What follows belongs to an exercise in optimizing a design on an open flow for small area, a short achievable clock period and few clock cycles per item; a production flow would make more cautious choices. At most, simulation tests tie the RTL to the original design; equivalence was not proved. Power is estimated from default activity; no workload was simulated.

## fjord
Design division_float_32, start of the top module:
module division_float_32(clock, start, operand1, operand2, result, finish, illegal);
==> flow/config.mk <==
export PLATFORM = sky130hd
export DESIGN_NAME = division_float_32
export DESIGN_NICKNAME = division_float_32
export VERILOG_FILES = /design/flow/design.v
export SDC_FILE = /design/flow/constraint.sdc
export NUM_CORES = 4
export LEC_CHECK = 0
export ABC_AREA = 1
export CAP_MARGIN = 20
export CORE_MARGIN = 2
export CORE_UTILIZATION = 55
export SETUP_SLACK_MARGIN = 1.6
export SLEW_MARGIN = 20
==> flow/constraint.sdc <==
create_clock -name core_clock -period 5.5 [get_ports {clock}]
set_input_delay 1.1000 -clock core_clock [delete_from_list [all_inputs] [get_ports {clock}]]
set_output_delay 1.1000 -clock core_clock [all_outputs]
set_load 0.01 [all_outputs]
standard.sh (not shown) runs the stock make flow with config.mk's settings and CLKGATE_MAP_FILE= SYNTH_SCRIPT=/design/flow/synth_recipe.tcl, a recipe that flattens the netlist after the stock synthesis.
==> flow/flow/run.sh <==
#!/bin/bash
# The standard layout, with plain buffers (sky130_fd_sc_hd__buf_1) on the
# ports instead of the default delay-cell buffers.
set -euo pipefail
bash standard.sh BUFFER_PORTS_ARGS="-buffer_cell sky130_fd_sc_hd__buf_1" finish > standard_flow.log 2>&1
fjord finished all stages; the layout is clean.
Testbench counts of fjord, summed over its fixed seeds: cycles 26,624, items 2,048.
For indigo, these inputs were changed with respect to fjord:
# fjord
export LEC_CHECK = 0
export ABC_AREA = 1
export CAP_MARGIN = 20
export CORE_MARGIN = 2
export CORE_UTILIZATION = 55
export SETUP_SLACK_MARGIN = 1.6
export SLEW_MARGIN = 20
create_clock -name core_clock -period 5.5 [get_ports {clock}]
# indigo
export LEC_CHECK = 0
export ABC_AREA = 1
export CAP_MARGIN = 20
export CORE_MARGIN = 2
export CORE_UTILIZATION = 55
export SETUP_SLACK_MARGIN = 1.8
export SLEW_MARGIN = 20
create_clock -name core_clock -period 5.5 [get_ports {clock}]
Notes after the runs:
fjord finished every step from synthesis to the final layout, and the layout passed the timing, design-rule and antenna checks. indigo: flow completed, timing, DRC and antenna clean. Signed area change from the synthesized netlist to the final layout was higher in indigo than in fjord. Compared with fjord, in indigo register area ~0 delta, core utilization +2.7 points, final cell count without fillers +20, number of non-clock buffers +13. The setup slack of indigo is larger than that of fjord. Global-route track usage on met3 was lower in the run labelled fjord. Diff fjord -> indigo: fmax went up by 7.0 MHz, global-route usage went up by 0.72 points, total power of the final layout went up by 12%.
[inputs] maple vs indigo
# indigo
export LEC_CHECK = 0
export ABC_AREA = 1
export CAP_MARGIN = 20
export CORE_MARGIN = 2
export CORE_UTILIZATION = 55
export SETUP_SLACK_MARGIN = 1.8
export SLEW_MARGIN = 20
create_clock -name core_clock -period 5.5 [get_ports {clock}]
# maple
export LEC_CHECK = 0
export ABC_AREA = 1
export CAP_MARGIN = 20
export CORE_MARGIN = 2
export CORE_UTILIZATION = 55
export SETUP_SLACK_MARGIN = 2.0
export SLEW_MARGIN = 20
create_clock -name core_clock -period 5.5 [get_ports {clock}]
Findings:
- Going from indigo to maple, synthesized cell count saw little to no change, clock share of power fell by 1.6 points, via count increased by 439 relative to the old numbers, routed wire length now sits higher, number of global-route vias before repair up 93.
- Comparing cell area for indigo and maple, the smaller number came from indigo.
- In maple, the portion of total power attributed to combinational logic came out 3.5 points above the value in indigo.

========
Setup of oak:
division_float_32, a different RTL version from the one above (not shown whole).
For scale: ~1100 cells after synthesis, roughly 85 flip-flops, ~100 I/O pins.
clock: 5.5 ns
lec_check: 0
abc_area: 1
cap_margin: 20
core_margin: 2
core_utilization: 55
setup_slack_margin: 1.9
slew_margin: 20
==> flow/flow/run.sh <==
#!/bin/bash
# The standard layout (standard.sh: the standard synthesis and ORFS flow),
# with plain buffers (sky130_fd_sc_hd__buf_1) on the ports instead of the
# default delay-cell buffers. make's full output goes to standard_flow.log;
# ORFS keeps each step's own log under orfs/logs/.
set -euo pipefail
bash standard.sh BUFFER_PORTS_ARGS="-buffer_cell sky130_fd_sc_hd__buf_1" finish > standard_flow.log 2>&1
oak was carried through to the last stage, and its layout satisfied the timing, design-rule and antenna checks.
Testbench counts of oak, summed over its fixed seeds: cycles 26,624, items 2,048.
Input-level comparison between pine and oak:
==> flow/flow/run.sh <==
#!/bin/bash
# The standard layout, with plain buffers (sky130_fd_sc_hd__buf_1) on the
# ports instead of the default delay-cell buffers.
set -euo pipefail
bash standard.sh BUFFER_PORTS_ARGS="-buffer_cell sky130_fd_sc_hd__buf_1" finish > standard_flow.log 2>&1
==> comparison <==
As far as area of the multi-input gates goes, pine and oak are indistinguishable; the numbers are identical. Between pine and oak, the difference in floorplan die area is negligible. pine vs. oak: fraction of layout cells with a size suffix above 1 did not really move, static leakage power level.

========
Another version of the RTL of division_float_32 (not shown whole).
Size in the first run: ~1200 cells after synthesis, ~85 flip-flops, about 100 I/O pins.
==> flow/design.v (excerpt) <==
module division_float_32(clock, start, operand1, operand2, result, finish, illegal);
clock: 5.5 ns
lec_check: 0
abc_area: 1
cap_margin: 20
core_margin: 2
core_utilization: 55
setup_slack_margin: 1.9
slew_margin: 20
==> flow/flow/run.sh <==
#!/bin/bash
# The standard layout, with plain buffers (sky130_fd_sc_hd__buf_1) on the
# ports instead of the default delay-cell buffers.
set -euo pipefail
bash standard.sh BUFFER_PORTS_ARGS="-buffer_cell sky130_fd_sc_hd__buf_1" finish > standard_flow.log 2>&1
Testbench counts at the start, summed over its fixed seeds: cycles 26,624, items 2,048.
Edit:
CTS_BUF_LIST = sky130_fd_sc_hd__clkbuf_2 sky130_fd_sc_hd__clkbuf_4 sky130_fd_sc_hd__clkbuf_8   (was default)
Die area is unchanged.
Worst setup slack improved by 0.0033 ns.
Clock-buffer cell count does not change.
Non-clock buffer count is higher by 4.
Core utilization barely changes.
Edit:
CTS_BUF_LIST = default   (was sky130_fd_sc_hd__clkbuf_2 sky130_fd_sc_hd__clkbuf_4 sky130_fd_sc_hd__clkbuf_8)
SETUP_SLACK_MARGIN = 2.0   (was 1.9)
The new run completed with no timing, DRC or antenna violations.
Count of clock-buffer cells in the layout is unchanged.
Wire length increases by about 1.6%.
Synthesized cell count is unchanged.
Non-clock buffer count increases by 5.
Setup slack gains 0.013 ns.
Flip-flop and latch count is unchanged.
Total power increases by 4.7%.
Synthesized area is unchanged.
Core utilization increases by 2.6 points.
Edit:
SETUP_SLACK_MARGIN = default   (was 2.0)
Effect: Routed wire length goes down by 12%; worst setup slack loses 0.75 ns; final area goes down by 9.4%; core utilization drops by 6.4 points; critical path depth went up by 22; synthesized cell count does not change; hold slack stays flat; cell count fell by 2.7%.
Edit:
CTS_BUF_LIST = sky130_fd_sc_hd__clkbuf_2 sky130_fd_sc_hd__clkbuf_4 sky130_fd_sc_hd__clkbuf_8   (was default)
SETUP_SLACK_MARGIN = 1.6   (was default)
Effect: Final area is about the same; worst hold slack improved by 0.0033 ns; first-iteration DRC count climbs by about 9%; sequential power stays flat; worst setup slack improved by 0.49 ns; critical path depth drops by 11; synthesized area stays the same.
Edit:
CTS_BUF_LIST = default   (was sky130_fd_sc_hd__clkbuf_2 sky130_fd_sc_hd__clkbuf_4 sky130_fd_sc_hd__clkbuf_8)
SETUP_SLACK_MARGIN = 1.8   (was 1.6)
Outcome: Power rose by 14%; setup slack improves by 0.16 ns; cell count rose by about 1%; clock power rose by 33%.

========
Setup of run P:
division_float_32, a different RTL version from the one above (not shown whole).
For scale: about 8100 sq um of cells after synthesis.
Design division_float_32, start of the top module:
module division_float_32(clock, start, operand1, operand2, result, finish, illegal);
	input clock;
	input start;
	input [31:0] operand1, operand2;
	output [31:0] result;
	output finish;
	output illegal;
	wire [23:0] m1 = {1'b1, operand1[22:0]};
	wire [23:0] m2 = {1'b1, operand2[22:0]};
	wire        big = operand1[22:0] >= operand2[22:0];    
	wire [23:0] m2d = m2 - 24'd1;                          
	reg  [7:0]  exp_r;
	reg         zero_r, sign_r;
	reg  [22:0] d;
	always @(posedge clock) begin
		d <= operand2[22:0];
		exp_r  <= (({1'b0, operand1[30:23]} + 9'd127) < {1'b0, operand2[30:23]} || operand1 == 32'd0) ? 8'd0 :
		          operand1[30:23] + ~operand2[30:23] + 8'd127 + {7'd0, big};
		zero_r <= (operand1 == 32'd0);
		sign_r <= (operand1[31] ^ operand2[31]) & (operand1 != 32'd0);
	end
	function automatic [25:0] step(input [24:0] r, input [22:0] dd, input inj);
		reg [25:0] c;
		begin
			c = {1'b0, r} - {2'b01, dd};
			step = c[25] ? {1'b0, r[23:0], inj} : {1'b1, c[23:0], inj};
		end
	endfunction
	reg  [24:0] r;       
	reg  [22:0] L;       
	reg  [3:0]  cnt;
	wire done = (cnt == 4'd12);
	wire [25:0] s0 = step(r, d, L[22]);
	wire [25:0] s1 = step(s0[24:0], d, L[21]);
	always @(posedge clock) begin
		if (start)
			r <= big ? {1'b0, m1} : {m1, 1'b0};
		else
			r <= s1[24:0];
		if (start) begin
			L   <= big ? {1'b0, m2d[23:2]} : m2d[23:1];
			cnt <= 4'd0;
		end else if (!done) begin
			L   <= {L[20:0], s0[25], s1[25]};
			cnt <= cnt + 4'd1;
		end
	end
	assign result = {sign_r, exp_r, L & {23{~zero_r}}};
	assign finish = done;
	assign illegal = (operand2 == 32'd0);
endmodule
clock: 5.5 ns
lec_check: 0
cap_margin: 20
core_margin: 2
core_utilization: 40
setup_slack_margin: 1.5
slew_margin: 20
run.sh (not shown) runs the stock make flow with config.mk's settings and CLKGATE_MAP_FILE= SYNTH_SCRIPT=/design/flow/synth_recipe.tcl, a recipe that flattens the netlist after the stock synthesis.
Stock flow here: none of the scripts above is used.
### run P -> run D
- SETUP_SLACK_MARGIN: 1.5 -> unset
==> summary.txt <==
- Result: PASS for each of run P and run D
- When run D is measured against run P, its switching portion of total power turns out 1.3 points higher.
- Max-capacitance violation count came out exactly the same in run P and run D.
- In the metrics for run P and run D, the one carrying the higher static leakage is run P.
- Compared with run P, run D shows routed wire length lower by 12%.
- Run D vs run P on met3 wirelength from detailed routing: run D is the lower one.
No functional check of the RTL was part of any run of this note.

## separate check: timing with driven ports
The flow's constraints put no driver on any port. The routed layouts listed below were extracted and timed again, unchanged, in two steps. Step 1: set_driving_cell puts a clkbuf_16 on clock and a buf_2 on each other input, an assumption about the parent block. Step 2 times the ports against the registers' clock, not the clock port: input delays grow and output delays shrink by t, the midpoint of the rising clock arrivals with the driver on. a / b / c = no drivers / after step 1 / after step 2; a / b = the first two.
run	t (ns)	setup WS [ns]	hold WS [ns]	worst setup path after step 2
fjord	0.392	1.788 / 1.767 / 1.504	0.469 / 0.469 / 0.469	input to register
indigo	0.392	1.882 / 1.860 / 1.530	0.468 / 0.468 / 0.468	input to register
maple	0.395	2.024 / 2.003 / 1.678	0.469 / 0.469 / 0.469	input to register
oak	0.394	2.100 / 2.079 / 1.766	0.474 / 0.474 / 0.474	input to register
pine	0.394	2.100 / 2.079 / 1.766	0.474 / 0.474 / 0.474	input to register
the first run of note 3	0.394	2.071 / 2.052 / 1.769	0.471 / 0.471 / 0.471	input to register
the second run of note 3	0.409	2.074 / 2.074 / 1.749	0.475 / 0.475 / 0.475	input to register
the third run of note 3	0.388	2.087 / 2.068 / 1.892	0.471 / 0.471 / 0.471	input to register
the fourth run of note 3	0.388	1.342 / 1.342 / 1.286	0.471 / 0.471 / 0.471	input to register
the fifth run of note 3	0.408	1.833 / 1.847 / 1.439	0.475 / 0.475 / 0.475	input to register
the sixth run of note 3	0.392	1.998 / 1.998 / 1.664	0.471 / 0.471 / 0.471	input to register
run P	0.398	0.895 / 0.895 / 0.895	0.507 / 0.507 / 0.507	register to register
run D	0.392	0.377 / 0.377 / 0.377	0.507 / 0.507 / 0.507	register to register
After both steps setup and hold are still met in every run listed. For the fifth run of note 3, which loses most, drivers alone change the setup slack by +0.014 ns; drivers and shift together by -0.394 ns.
